What follows belongs to an exercise in optimizing a design on an open flow for small area; a production flow would make more cautious choices. Where RTL was checked, it was by simulation tests only, not by an equivalence proof against the original. Power and IR drop assume default switching activity.

## Core
module Core(clk, reset, config_en, config_in, config_out, in0, in1, in2, in3, in4, in5, in6, in7, out0, out1, out2, out3, out4, out5, out6, out7);
Settings: LEC_CHECK=0, CAP_MARGIN=30, CORE_MARGIN=2, CORE_UTILIZATION=40, SLEW_MARGIN=30, SYNTH_HIERARCHICAL=1; clock period 10.0 ns.
standard.sh (not shown) runs the stock make flow with config.mk's settings and CLKGATE_MAP_FILE= SYNTH_SCRIPT=/design/flow/synth_recipe.tcl, a recipe that flattens the netlist after the stock synthesis.
==> flow/flow/run.sh <==
#!/bin/bash
# Own layout flow: the standard ORFS flow, except that
#  * synthesis maps the combinational logic with an area-oriented ABC script
#    (flow/abc_area.script) instead of ORFS's delay-oriented one; every other
#    synthesis pass (register mapping, flattening, renaming) is the standard flow's own;
#  * the ORFS variables listed in flow/extra_args (one NAME=value per line) are
#    passed to make on top of the standard flow's settings; a line DONT_USE_ADD=cells adds
#    cells to the platform's DONT_USE_CELLS list.
# The rest (floorplan, placement, CTS, routing, final) is the standard flow,
# run through a copy of the standard.sh. Each tool writes its full log under
# orfs/logs/ as usual; make's own output goes to flow.log.
set -euo pipefail
HERE=$(pwd)
FLOWDIR=$HERE/flow
mkdir -p $HERE/custom
# ORFS synth.tcl with the final technology-mapping abc call using our script
sed 's#^\(\s*\)log_cmd abc {\*}\$abc_args$#\1log_cmd abc {*}[lreplace $abc_args 1 1 '"$FLOWDIR"'/abc_area.script]#' \
    $FLOW_HOME/scripts/synth.tcl > $HERE/custom/synth.tcl
grep -q "abc_area.script\]" $HERE/custom/synth.tcl
# The standard flow's synthesis wrapper, sourcing the patched synth.tcl
sed 's#source \$::env(SCRIPTS_DIR)/synth.tcl#source '"$HERE"'/custom/synth.tcl#' synth_recipe.tcl > $HERE/custom/synth_recipe.tcl
grep -q "custom/synth.tcl" $HERE/custom/synth_recipe.tcl
# standard.sh with our synthesis script
sed 's#SYNTH_SCRIPT=[^ ]*synth_recipe.tcl#SYNTH_SCRIPT='"$HERE"'/custom/synth_recipe.tcl#' standard.sh > $HERE/custom/standard.sh
grep -q "custom/synth_recipe.tcl" $HERE/custom/standard.sh
EXTRA=()
if [[ -f $FLOWDIR/extra_args ]]; then
  while IFS= read -r line; do
    [[ -z "$line" || "$line" == \#* ]] && continue
    if [[ "$line" == DONT_USE_ADD=* ]]; then
      base=$(make --no-print-directory -C $FLOW_HOME DESIGN_CONFIG=$FLOW_CONFIG WORK_HOME=$HERE/orfs print-DONT_USE_CELLS 2>/dev/null | sed -n 's/^DONT_USE_CELLS: //p')
      [[ -n "$base" ]]
      EXTRA+=("DONT_USE_CELLS=$base ${line#DONT_USE_ADD=}")
    else
      EXTRA+=("$line")
    fi
  done < $FLOWDIR/extra_args
fi
printf '%s\n' "${EXTRA[@]}" > $HERE/custom/extra_args.used
bash $HERE/custom/standard.sh "${EXTRA[@]}" finish > $HERE/flow.log 2>&1
Other scripts of this flow, unchanged in this note and not shown: flow/flow/abc_area.script, flow/flow/extra_args
Change:
CAP_MARGIN = 20   (was 30)
SLEW_MARGIN = 20   (was 30)
Outcome:
- The new run passed the timing, DRC and antenna checks
- maximum frequency drops by 1.6%
- clock-buffer cell count drops by 5
- flip-flop and latch count does not change

========
== job 4985 ==
Another version of the RTL of Core (not shown whole).
Size in the first run: ~14000 cells after synthesis, about 260 I/O pins, ~130000 um2 of cells after synthesis.
==> flow/config.mk <==
export PLATFORM = sky130hd
export DESIGN_NAME = Core
export DESIGN_NICKNAME = Core
export VERILOG_FILES = /design/flow/design.v
export SDC_FILE = /design/flow/constraint.sdc
export NUM_CORES = 8
export LEC_CHECK = 0
export CAP_MARGIN = 20
export CORE_MARGIN = 2
export CORE_UTILIZATION = 40
export PLACE_DENSITY = 0.8
export SLEW_MARGIN = 20
export SYNTH_HIERARCHICAL = 1
==> flow/constraint.sdc <==
create_clock -name core_clock -period 10.0 [get_ports {clk}]
set_input_delay 2.0000 -clock core_clock [delete_from_list [all_inputs] [get_ports {clk}]]
set_output_delay 2.0000 -clock core_clock [all_outputs]
set_load 0.01 [all_outputs]
==> flow/flow/abc_area.script <==
&get -n
&st
&dch
&nf -p -R 1000 -F 8 -A 4 -C 32
&put
==> flow/flow/extra_args <==
CTS_ARGS=-sink_clustering_enable -repair_clock_nets -dont_use_dummy_load -sink_clustering_size 20 -sink_clustering_max_diameter 60
DONT_USE_ADD=sky130_fd_sc_hd__o21ai_0 sky130_fd_sc_hd__and2_0 sky130_fd_sc_hd__or2_0 sky130_fd_sc_hd__a21boi_0 sky130_fd_sc_hd__o311ai_0 sky130_fd_sc_hd__a2111oi_0 sky130_fd_sc_hd__a21bo_1 sky130_fd_sc_hd__a31o_1 sky130_fd_sc_hd__and4bb_1 sky130_fd_sc_hd__inv_1 sky130_fd_sc_hd__mux2_1 sky130_fd_sc_hd__mux4_1 sky130_fd_sc_hd__o211a_1 sky130_fd_sc_hd__o21ba_1 sky130_fd_sc_hd__o221a_1 sky130_fd_sc_hd__or2_1 sky130_fd_sc_hd__or3b_1 sky130_fd_sc_hd__or4b_1
BUFFER_PORTS_ARGS=-buffer_cell sky130_fd_sc_hd__buf_2
Scripts as last shown in full above: flow/flow/run.sh
Inputs modified between job 4985 and job 3438:
diff --git a/flow/flow/extra_args b/flow/flow/extra_args
--- a/flow/flow/extra_args
+++ b/flow/flow/extra_args
@@ -3 +3 @@
-BUFFER_PORTS_ARGS=-buffer_cell sky130_fd_sc_hd__buf_2
+BUFFER_PORTS_ARGS=-buffer_cell sky130_fd_sc_hd__buf_1
diff --git a/flow/config.mk b/flow/config.mk
--- a/flow/config.mk
+++ b/flow/config.mk
@@ -11 +10,0 @@
-export PLACE_DENSITY = 0.8
==> comparison <==
- From the logs: job 3438 reached the end of the flow and failed the layout checks with capacitance limit, slew limit.
- Compared with job 4985, job 3438 is hungrier on power.
- Taking job 4985 as the reference, in job 3438 critical path depth went down; switching share of power went down; number of nets in the synthesized netlist did not really move.
- Going from job 4985 to job 3438, via count shrank by 1.7%, final cell area excluding filler cells grew by 1300 um2, core utilization grew by 0.39 points.
- After detailed routing, job 4985 needs less wire than job 3438.
- In job 3438, the clock network power consumption came out 23% above the value in job 4985.
- | cell count | job 4985 vs job 3438 | ≈ equal |

========
Another version of the RTL of Core (not shown whole).
For scale: ~14000 cells after synthesis, roughly 260 I/O pins, about 0.13 mm² of cells after synthesis.
==> flow/config.mk <==
export PLATFORM = sky130hd
export DESIGN_NAME = Core
export DESIGN_NICKNAME = Core
export VERILOG_FILES = /design/flow/design.v
export SDC_FILE = /design/flow/constraint.sdc
export NUM_CORES = 8
export LEC_CHECK = 0
export CAP_MARGIN = 20
export CORE_MARGIN = 2
export CORE_UTILIZATION = 40
export SLEW_MARGIN = 20
export SYNTH_HIERARCHICAL = 1
==> flow/constraint.sdc <==
create_clock -name core_clock -period 10.0 [get_ports {clk}]
set_input_delay 2.0000 -clock core_clock [delete_from_list [all_inputs] [get_ports {clk}]]
set_output_delay 2.0000 -clock core_clock [all_outputs]
set_load 0.01 [all_outputs]
==> flow/flow/run.sh <==
#!/bin/bash
# Own layout flow: the standard ORFS flow, except that
#  * synthesis maps the combinational logic with an area-oriented ABC script
#    (flow/abc_area.script) instead of ORFS's delay-oriented one; every other
#    synthesis pass (register mapping, flattening, renaming) is the standard flow's own;
#  * the ORFS variables listed in flow/extra_args (one NAME=value per line) are
#    passed to make on top of the standard flow's settings.
# The rest (floorplan, placement, CTS, routing, final) is the standard flow,
# run through a copy of the standard.sh. Each tool writes its full log under
# orfs/logs/ as usual; make's own output goes to flow.log.
set -euo pipefail
HERE=$(pwd)
FLOWDIR=$HERE/flow
mkdir -p $HERE/custom
# ORFS synth.tcl with the final technology-mapping abc call using our script
sed 's#^\(\s*\)log_cmd abc {\*}\$abc_args$#\1log_cmd abc {*}[lreplace $abc_args 1 1 '"$FLOWDIR"'/abc_area.script]#' \
    $FLOW_HOME/scripts/synth.tcl > $HERE/custom/synth.tcl
grep -q "abc_area.script\]" $HERE/custom/synth.tcl
# The standard flow's synthesis wrapper, sourcing the patched synth.tcl
sed 's#source \$::env(SCRIPTS_DIR)/synth.tcl#source '"$HERE"'/custom/synth.tcl#' synth_recipe.tcl > $HERE/custom/synth_recipe.tcl
grep -q "custom/synth.tcl" $HERE/custom/synth_recipe.tcl
# standard.sh with our synthesis script
sed 's#SYNTH_SCRIPT=[^ ]*synth_recipe.tcl#SYNTH_SCRIPT='"$HERE"'/custom/synth_recipe.tcl#' standard.sh > $HERE/custom/standard.sh
grep -q "custom/synth_recipe.tcl" $HERE/custom/standard.sh
EXTRA=()
if [[ -f $FLOWDIR/extra_args ]]; then
  while IFS= read -r line; do
    [[ -z "$line" || "$line" == \#* ]] && continue
    EXTRA+=("$line")
  done < $FLOWDIR/extra_args
fi
bash $HERE/custom/standard.sh "${EXTRA[@]}" finish > $HERE/flow.log 2>&1
Scripts as last shown in full above: flow/flow/abc_area.script
Next try:
--- a/flow/flow/run.sh
+++ b/flow/flow/run.sh
@@ -6,3 +6,4 @@
 #  * the ORFS variables listed in flow/extra_args (one NAME=value per line) are
-#    passed to make on top of the standard flow's settings.
+#    passed to make on top of the standard flow's settings; a line DONT_USE_ADD=cells adds
+#    cells to the platform's DONT_USE_CELLS list.
 # The rest (floorplan, placement, CTS, routing, final) is the standard flow,
@@ -28,5 +29,12 @@
     [[ -z "$line" || "$line" == \#* ]] && continue
-    EXTRA+=("$line")
+    if [[ "$line" == DONT_USE_ADD=* ]]; then
+      base=$(make --no-print-directory -C $FLOW_HOME DESIGN_CONFIG=$FLOW_CONFIG WORK_HOME=$HERE/orfs print-DONT_USE_CELLS 2>/dev/null | sed -n 's/^DONT_USE_CELLS: //p')
+      [[ -n "$base" ]]
+      EXTRA+=("DONT_USE_CELLS=$base ${line#DONT_USE_ADD=}")
+    else
+      EXTRA+=("$line")
+    fi
   done < $FLOWDIR/extra_args
 fi
+printf '%s\n' "${EXTRA[@]}" > $HERE/custom/extra_args.used
 bash $HERE/custom/standard.sh "${EXTRA[@]}" finish > $HERE/flow.log 2>&1
==> flow/flow/extra_args (new file) <==
CTS_ARGS=-sink_clustering_enable -repair_clock_nets -dont_use_dummy_load -sink_clustering_size 30 -sink_clustering_max_diameter 100
DONT_USE_ADD=sky130_fd_sc_hd__o21ai_0 sky130_fd_sc_hd__and2_0 sky130_fd_sc_hd__or2_0 sky130_fd_sc_hd__a21boi_0 sky130_fd_sc_hd__o311ai_0 sky130_fd_sc_hd__a2111oi_0 sky130_fd_sc_hd__a21bo_1 sky130_fd_sc_hd__a31o_1 sky130_fd_sc_hd__and4bb_1 sky130_fd_sc_hd__inv_1 sky130_fd_sc_hd__mux2_1 sky130_fd_sc_hd__mux4_1 sky130_fd_sc_hd__o211a_1 sky130_fd_sc_hd__o21ba_1 sky130_fd_sc_hd__o221a_1 sky130_fd_sc_hd__or2_1 sky130_fd_sc_hd__or3b_1 sky130_fd_sc_hd__or4b_1
Settings changed: PLACE_DENSITY set to 0.8.
This time the run did not get past 6_report.
Routed wire length fell slightly.
First-iteration DRC count rose by a little under a tenth.
Synthesized cell count does not change.
Via count rose slightly.
Function was not checked in any run of this note: the RTL went through the layout flow alone.

========
Setup of sierra:
Another version of the RTL of Core (not shown whole).
Size in the first run: about 15000 cells after synthesis, about 1100 flip-flops, ~130000 um2 of cells after synthesis.
Design Core, start of the top module:
module Core(clk, reset, config_en, config_in, config_out, in0, in1, in2, in3, in4, in5, in6, in7, out0, out1, out2, out3, out4, out5, out6, out7);
export LEC_CHECK = 0
export CAP_MARGIN = 20
export CORE_MARGIN = 2
export CORE_UTILIZATION = 40
export SLEW_MARGIN = 20
export SYNTH_HIERARCHICAL = 1
create_clock -name core_clock -period 10.0 [get_ports {clk}]
==> flow/flow/run.sh <==
#!/bin/bash
# Own layout flow: the standard ORFS flow, except that synthesis maps the
# combinational logic with an area-oriented ABC script (flow/abc_area.script)
# instead of ORFS's delay-oriented one. Everything else (yosys passes, register
# mapping, flattening and renaming, floorplan, placement, CTS, routing) is the
# standard flow, run through a copy of standard.sh.
set -euo pipefail
HERE=$(pwd)
FLOWDIR=$HERE/flow
mkdir -p $HERE/custom
# ORFS synth.tcl with the final technology-mapping abc call using our script
sed 's#^\(\s*\)log_cmd abc {\*}\$abc_args$#\1log_cmd abc {*}[lreplace $abc_args 1 1 '"$FLOWDIR"'/abc_area.script]#' \
    $FLOW_HOME/scripts/synth.tcl > $HERE/custom/synth.tcl
grep -q "abc_area.script\]" $HERE/custom/synth.tcl
# The standard flow's synthesis wrapper, sourcing the patched synth.tcl
sed 's#source \$::env(SCRIPTS_DIR)/synth.tcl#source '"$HERE"'/custom/synth.tcl#' synth_recipe.tcl > $HERE/custom/synth_recipe.tcl
grep -q "custom/synth.tcl" $HERE/custom/synth_recipe.tcl
# standard.sh with our synthesis script
sed 's#SYNTH_SCRIPT=[^ ]*synth_recipe.tcl#SYNTH_SCRIPT='"$HERE"'/custom/synth_recipe.tcl#' standard.sh > $HERE/custom/standard.sh
grep -q "custom/synth_recipe.tcl" $HERE/custom/standard.sh
bash $HERE/custom/standard.sh finish > $HERE/flow.log 2>&1
Scripts as last shown in full above: flow/flow/abc_area.script
Looking at the reports, sierra completed the entire flow and the layout it produced met the timing, DRC and antenna checks.
What cedar does differently from sierra at the input level:
diff --git a/flow/flow/run.sh b/flow/flow/run.sh
--- a/flow/flow/run.sh
+++ b/flow/flow/run.sh
@@ -2,5 +2,9 @@
-# Own layout flow: the standard ORFS flow, except that synthesis maps the
-# combinational logic with an area-oriented ABC script (flow/abc_area.script)
-# instead of ORFS's delay-oriented one. Everything else (yosys passes, register
-# mapping, flattening and renaming, floorplan, placement, CTS, routing) is the
-# standard flow, run through a copy of standard.sh.
+# Own layout flow: the standard ORFS flow, except that
+#  * synthesis maps the combinational logic with an area-oriented ABC script
+#    (flow/abc_area.script) instead of ORFS's delay-oriented one; every other
+#    synthesis pass (register mapping, flattening, renaming) is the standard flow's own;
+#  * the ORFS variables listed in flow/extra_args (one NAME=value per line) are
+#    passed to make on top of the standard flow's settings.
+# The rest (floorplan, placement, CTS, routing, final) is the standard flow,
+# run through a copy of the standard.sh. Each tool writes its full log under
+# orfs/logs/ as usual; make's own output goes to flow.log.
@@ -21 +25,8 @@
-bash $HERE/custom/standard.sh finish > $HERE/flow.log 2>&1
+EXTRA=()
+if [[ -f $FLOWDIR/extra_args ]]; then
+  while IFS= read -r line; do
+    [[ -z "$line" || "$line" == \#* ]] && continue
+    EXTRA+=("$line")
+  done < $FLOWDIR/extra_args
+fi
+bash $HERE/custom/standard.sh "${EXTRA[@]}" finish > $HERE/flow.log 2>&1
==> flow/flow/extra_args (new file) <==
RECOVER_POWER=100
CTS_ARGS=-sink_clustering_enable -repair_clock_nets -dont_use_dummy_load
## What came out
Taking sierra as the reference, in cedar area growth from synthesis to final layout went down by 1.9 points; final wirelength now smaller; met1 usage in global routing held; simple-gate area share of the yosys netlist barely changed. When cedar is set beside sierra, its final cell count turns out to be 0.54% smaller. Finished, but not clean: cedar, with capacitance limit, slew limit. cedar: hold slack is 5.0 ps lower than what sierra reported. For the combined area of the multi-input logic cells, cedar came in about 0.6% lower than sierra did. Via density per instance delta (sierra -> cedar): insignificant.
Edits applied to the flow inputs when going from cedar to willow:
diff --git a/flow/config.mk b/flow/config.mk
--- a/flow/config.mk
+++ b/flow/config.mk
@@ -8 +8 @@
-export CAP_MARGIN = 20
+export CAP_MARGIN = 10
@@ -11 +11 @@
-export SLEW_MARGIN = 20
+export SLEW_MARGIN = 10
### Flow results
No crash in willow: every stage finished, but the layout fails its final checks due to capacitance limit, slew limit.
When the final numbers for willow and cedar were put side by side, the highest cell delay on the worst timing path turned out to be greater in willow.
Latest clock arrival within the worst-skew pair was higher in willow than in cedar.
Sequential share of layout area of cedar is on par with willow.
In willow, the area growth from synthesis to layout came out 0.21 points below the value in cedar.
In willow, length of the first detailed-routing pass in iterations is higher than in cedar.
In terms of core utilization, cedar and willow differ only marginally.
Floorplan core area came out exactly the same in willow and cedar.
There was hardly any difference in global-route usage between willow and cedar.
When willow is set beside cedar, its clock skew turns out to be 20 ps larger.
Looking at total number of cells along the worst setup path across willow and cedar, the one that comes out lower is willow.
No run of this note included a check of the RTL's function; only the layout flow was run.

port drivers added, routing unchanged:
The results above use ideal ports. As a check the final layouts listed here were re-extracted and re-timed, cells and wires unchanged. Step 1 sets driving cells, clkbuf_16 on the clock port and buf_2 on the other inputs (assumed; they add their load-dependent delay and slew). Step 2 adds t to the input delays and takes it off the output delays; t is the mean of the earliest and latest rising clock arrival at the registers after step 1. Input paths then give back, and output paths get back, about the clock's delay inside the block. Three values: no drivers, after step 1, after step 2; two values: the first two.
run	t (ns)	setup slack, ns	worst hold slack (ns)	worst setup path after step 2	worst register clock-pin slew, ns
the first run of note 1	1.008	0.839 / 0.839 / 0.839	0.458 / 0.458 / 0.458	register to register	0.09 / 0.09
the second run of note 1	1.008	0.688 / 0.688 / 0.688	0.456 / 0.456 / 0.456	register to register	0.09 / 0.09
job 4985	0.871	0.924 / 0.924 / 0.924	0.500 / 0.500 / 0.500	register to register	0.09 / 0.09
job 3438	0.973	0.470 / 0.470 / 0.470	0.448 / 0.448 / 0.448	register to register	0.08 / 0.08
the first run of note 3	0.961	1.118 / 1.118 / 1.118	0.500 / 0.500 / 0.500	register to register	0.07 / 0.07
sierra	0.994	1.047 / 1.047 / 1.047	0.502 / 0.502 / 0.502	register to register	0.07 / 0.07
cedar	0.971	0.313 / 0.313 / 0.031	0.497 / 0.497 / 0.497	input to register	0.07 / 0.07
willow	0.978	0.466 / 0.466 / 0.022	0.478 / 0.478 / 0.478	input to register	0.07 / 0.07
The setup slack of willow, which loses most, moves by 0.000 ns with the drivers and by -0.444 ns with both steps.
